Background: an optimization exercise with open tools, aiming at small area and a short achievable clock period. Do not read the settings as production practice. Function was checked by simulation only, so behaviour that the tests miss may differ from the original.

==> inputs of 08-06 <==
// PE_array
module PE_array (
    input clk,
    input rst,
    input i_en,
    input [15:0] ifmap,
    input [127:0] weight,
    input [255:0] bias,
    output [255:0] ofmap,
    output valid
);
clock: 10.0 ns
lec_check: 0
cap_margin: 60
core_margin: 2
core_utilization: 50
setup_slack_margin: 5
slew_margin: 80
standard.sh (not shown) runs the stock make flow with config.mk's settings and CLKGATE_MAP_FILE= SYNTH_SCRIPT=/design/flow/synth_recipe.tcl, a recipe that flattens the netlist after the stock synthesis.
==> flow/flow/run.sh <==
#!/bin/bash
# Standard ORFS layout (the standard.sh, unchanged synthesis), with two changes:
# - the port buffers that placement inserts on every input and output are the
#   platform's smallest buffer instead of the one the resizer picks by default (the
#   resizer still resizes them where timing or slew needs it);
# - clock tree synthesis adds no dummy load cells for balancing.
set -euo pipefail
export BUFFER_PORTS_ARGS="-buffer_cell sky130_fd_sc_hd__buf_1"
export CTS_ARGS="-sink_clustering_enable -repair_clock_nets -sink_clustering_size 24 -sink_clustering_max_diameter 90 -dont_use_dummy_load"
bash standard.sh > standard.log 2>&1
==> 07-17: changes against 08-06 <==
--- a/flow/config.mk
+++ b/flow/config.mk
@@ -7,6 +7,6 @@
 export LEC_CHECK = 0
-export CAP_MARGIN = 60
+export CAP_MARGIN = 20
 export CORE_MARGIN = 2
-export CORE_UTILIZATION = 50
+export CORE_UTILIZATION = 40
 export SETUP_SLACK_MARGIN = 5
-export SLEW_MARGIN = 80
+export SLEW_MARGIN = 20
==> 05-09: changes against 08-06 <==
--- a/flow/config.mk
+++ b/flow/config.mk
@@ -7,3 +7,3 @@
 export LEC_CHECK = 0
-export CAP_MARGIN = 60
+export CAP_MARGIN = 20
 export CORE_MARGIN = 2
@@ -11,2 +11,2 @@
 export SETUP_SLACK_MARGIN = 5
-export SLEW_MARGIN = 80
+export SLEW_MARGIN = 20
==> notes <==
Core utilization, highest first: 08-06, 05-09, 07-17. 07-17 went through all stages and came out clean. 08-06 passed the timing, design-rule and antenna checks. 05-09 finished with timing, DRC and antenna clean. The highest global-route usage belongs to 08-06, the lowest to 07-17. Against 05-09, the first-iteration DRC count of 07-17 is smaller by 11%. Worst setup slack: 05-09 > 08-06 > 07-17. Against 08-06, the wire length of 07-17 is larger by 4.7%.

* * *

==> wip/zinc <==
PE_array again, from the RTL that the note above started with.
## PE_array
module PE_array (
    input clk,
    input rst,
    input i_en,
    input [15:0] ifmap,
    input [127:0] weight,
    input [255:0] bias,
    output [255:0] ofmap,
    output valid
);
export LEC_CHECK = 0
export CAP_MARGIN = 20
export CORE_MARGIN = 2
export CORE_UTILIZATION = 40
export CTS_CLUSTER_DIAMETER = 100
export CTS_CLUSTER_SIZE = 30
export SETUP_SLACK_MARGIN = 5
export SLEW_MARGIN = 20
create_clock -name core_clock -period 10.0 [get_ports {clk}]
run.sh (not shown) runs the stock make flow with config.mk's settings and CLKGATE_MAP_FILE= SYNTH_SCRIPT=/design/flow/synth_recipe.tcl, a recipe that flattens the netlist after the stock synthesis.
Stock flow here: none of the scripts above is used.
==> wip/violet: changes against wip/zinc <==
==> flow/flow/run.sh (new file) <==
#!/bin/bash
# Standard ORFS layout (the standard.sh, unchanged synthesis), with two changes:
# - the port buffers that placement inserts on every input and output are the
#   platform's smallest buffer instead of the one the resizer picks by default (the
#   resizer still resizes them where timing or slew needs it);
# - clock tree synthesis adds no dummy load cells for balancing.
set -euo pipefail
export BUFFER_PORTS_ARGS="-buffer_cell sky130_fd_sc_hd__buf_1"
export CTS_ARGS="-sink_clustering_enable -repair_clock_nets -sink_clustering_size 24 -sink_clustering_max_diameter 90 -dont_use_dummy_load"
bash standard.sh > standard.log 2>&1
==> flow/standard.sh (new file) <==
#!/bin/bash
# synth_recipe.tcl (not shown) runs the flow's synth.tcl, then flattens the netlist and writes it again
# the make line also repeats each setting of config.mk as NAME=value (left out here)
make -C /OpenROAD-flow-scripts/flow DESIGN_CONFIG=/design/flow/config.mk WORK_HOME=/design/flow/orfs CLKGATE_MAP_FILE= SYNTH_SCRIPT=/design/flow/synth_recipe.tcl "${@:-finish}"
- CAP_MARGIN: 20 -> 80
- CORE_UTILIZATION: 40 -> 50
- CTS_CLUSTER_DIAMETER: 100 -> not set
- CTS_CLUSTER_SIZE: 30 -> not set
- SLEW_MARGIN: 20 -> 80
removed: flow/run.sh
==> wip/tundra: changes against wip/zinc <==
==> flow/flow/run.sh (new file) <==
#!/bin/bash
# Standard ORFS layout (the standard.sh, unchanged synthesis), with two changes:
# - the port buffers that placement inserts on every input and output are the
#   platform's smallest buffer instead of the one the resizer picks by default (the
#   resizer still resizes them where timing or slew needs it);
# - clock tree synthesis adds no dummy load cells for balancing.
set -euo pipefail
export BUFFER_PORTS_ARGS="-buffer_cell sky130_fd_sc_hd__buf_1"
export CTS_ARGS="-sink_clustering_enable -repair_clock_nets -sink_clustering_size 24 -sink_clustering_max_diameter 90 -dont_use_dummy_load"
bash standard.sh > standard.log 2>&1
==> flow/standard.sh (new file) <==
#!/bin/bash
# synth_recipe.tcl (not shown) runs the flow's synth.tcl, then flattens the netlist and writes it again
# the make line also repeats each setting of config.mk as NAME=value (left out here)
make -C /OpenROAD-flow-scripts/flow DESIGN_CONFIG=/design/flow/config.mk WORK_HOME=/design/flow/orfs CLKGATE_MAP_FILE= SYNTH_SCRIPT=/design/flow/synth_recipe.tcl "${@:-finish}"
- CAP_MARGIN: 20 -> 60
- CORE_UTILIZATION: 40 -> 50
- CTS_CLUSTER_DIAMETER: 100 -> not set
- CTS_CLUSTER_SIZE: 30 -> not set
- SLEW_MARGIN: 20 -> 60
removed: flow/run.sh
==> run notes <==
| item | wip/violet | wip/zinc | wip/tundra |
|---|---|---|---|
| DR vias/cell | 5.36 | 5.10 | 5.36 |
| Layout buffering overhead excluding clock cells | 6.03% | 6.55% | 3.45% |
| Buffers outside the clock class | 957 | 729 | 747 |
| Outcome | finished clean | finished clean | finished clean |
| Dpl ws | 4540 ps | 4220 ps | 4430 ps |
| Final Non-Filler Cells | 12400 | 12900 | 12200 |
| Antenna diode instance count | 17 | 21 | 17 |
| Vertical die dimension | 443 um | 495 um | 443 um |
| Hold worst-path end | ps2d[2][20] | bd[7][30] | ps2d[0][30] |
| Clock network share of area | 2.26% | 2.68% | 2.44% |
| Drt total wl | 224 mm | 232 mm | 221 mm |
| Area of the core | 192000 um2 | 240000 um2 | 192000 um2 |
| Antenna violations before repair | 48 | 58 | 51 |
| Critical path startpoint | cut_r[3][9] | ifmap[2] | cut_r[3][3] |
| Area after DPL | 105000 um2 | 105000 um2 | 101000 um2 |
| Tap cell count | 2526 | 3185 | 2526 |
| Signal arrival time at the worst endpoint | 5490 ps | 5510 ps | 5430 ps |

==> port drivers added, routing unchanged <==
How much do the figures lean on ideal ports? The routed layouts below were timed once more, with nothing changed but the port constraints.
Step 1: set_driving_cell puts a clkbuf_16 on clk and a buf_2 on each other input, an assumption about the parent block.
Step 2 also shifts input and output timing later by t, the mid clock arrival at the registers, as if the neighbouring blocks saw the same clock.
a / b / c = ideal / step 1 / step 2; a / b = the first two.
run	t, ns	slack for setup (ns)	hold WS [ns]
08-06	0.819	5.159 / 5.159 / 4.459	0.298 / 0.298 / 0.298
07-17	0.857	5.135 / 5.103 / 4.245	0.274 / 0.274 / 0.274
05-09	0.810	5.160 / 5.154 / 4.344	0.288 / 0.288 / 0.288
wip/zinc	0.871	5.145 / 5.140 / 4.269	0.301 / 0.301 / 0.301
wip/violet	0.818	5.194 / 5.194 / 4.479	0.293 / 0.293 / 0.293
wip/tundra	0.822	5.234 / 5.234 / 4.441	0.296 / 0.296 / 0.296
After both steps every run listed still meets setup and hold. For 07-17, which loses most, drivers alone change the setup slack by -0.032 ns; drivers and shift together by -0.890 ns.
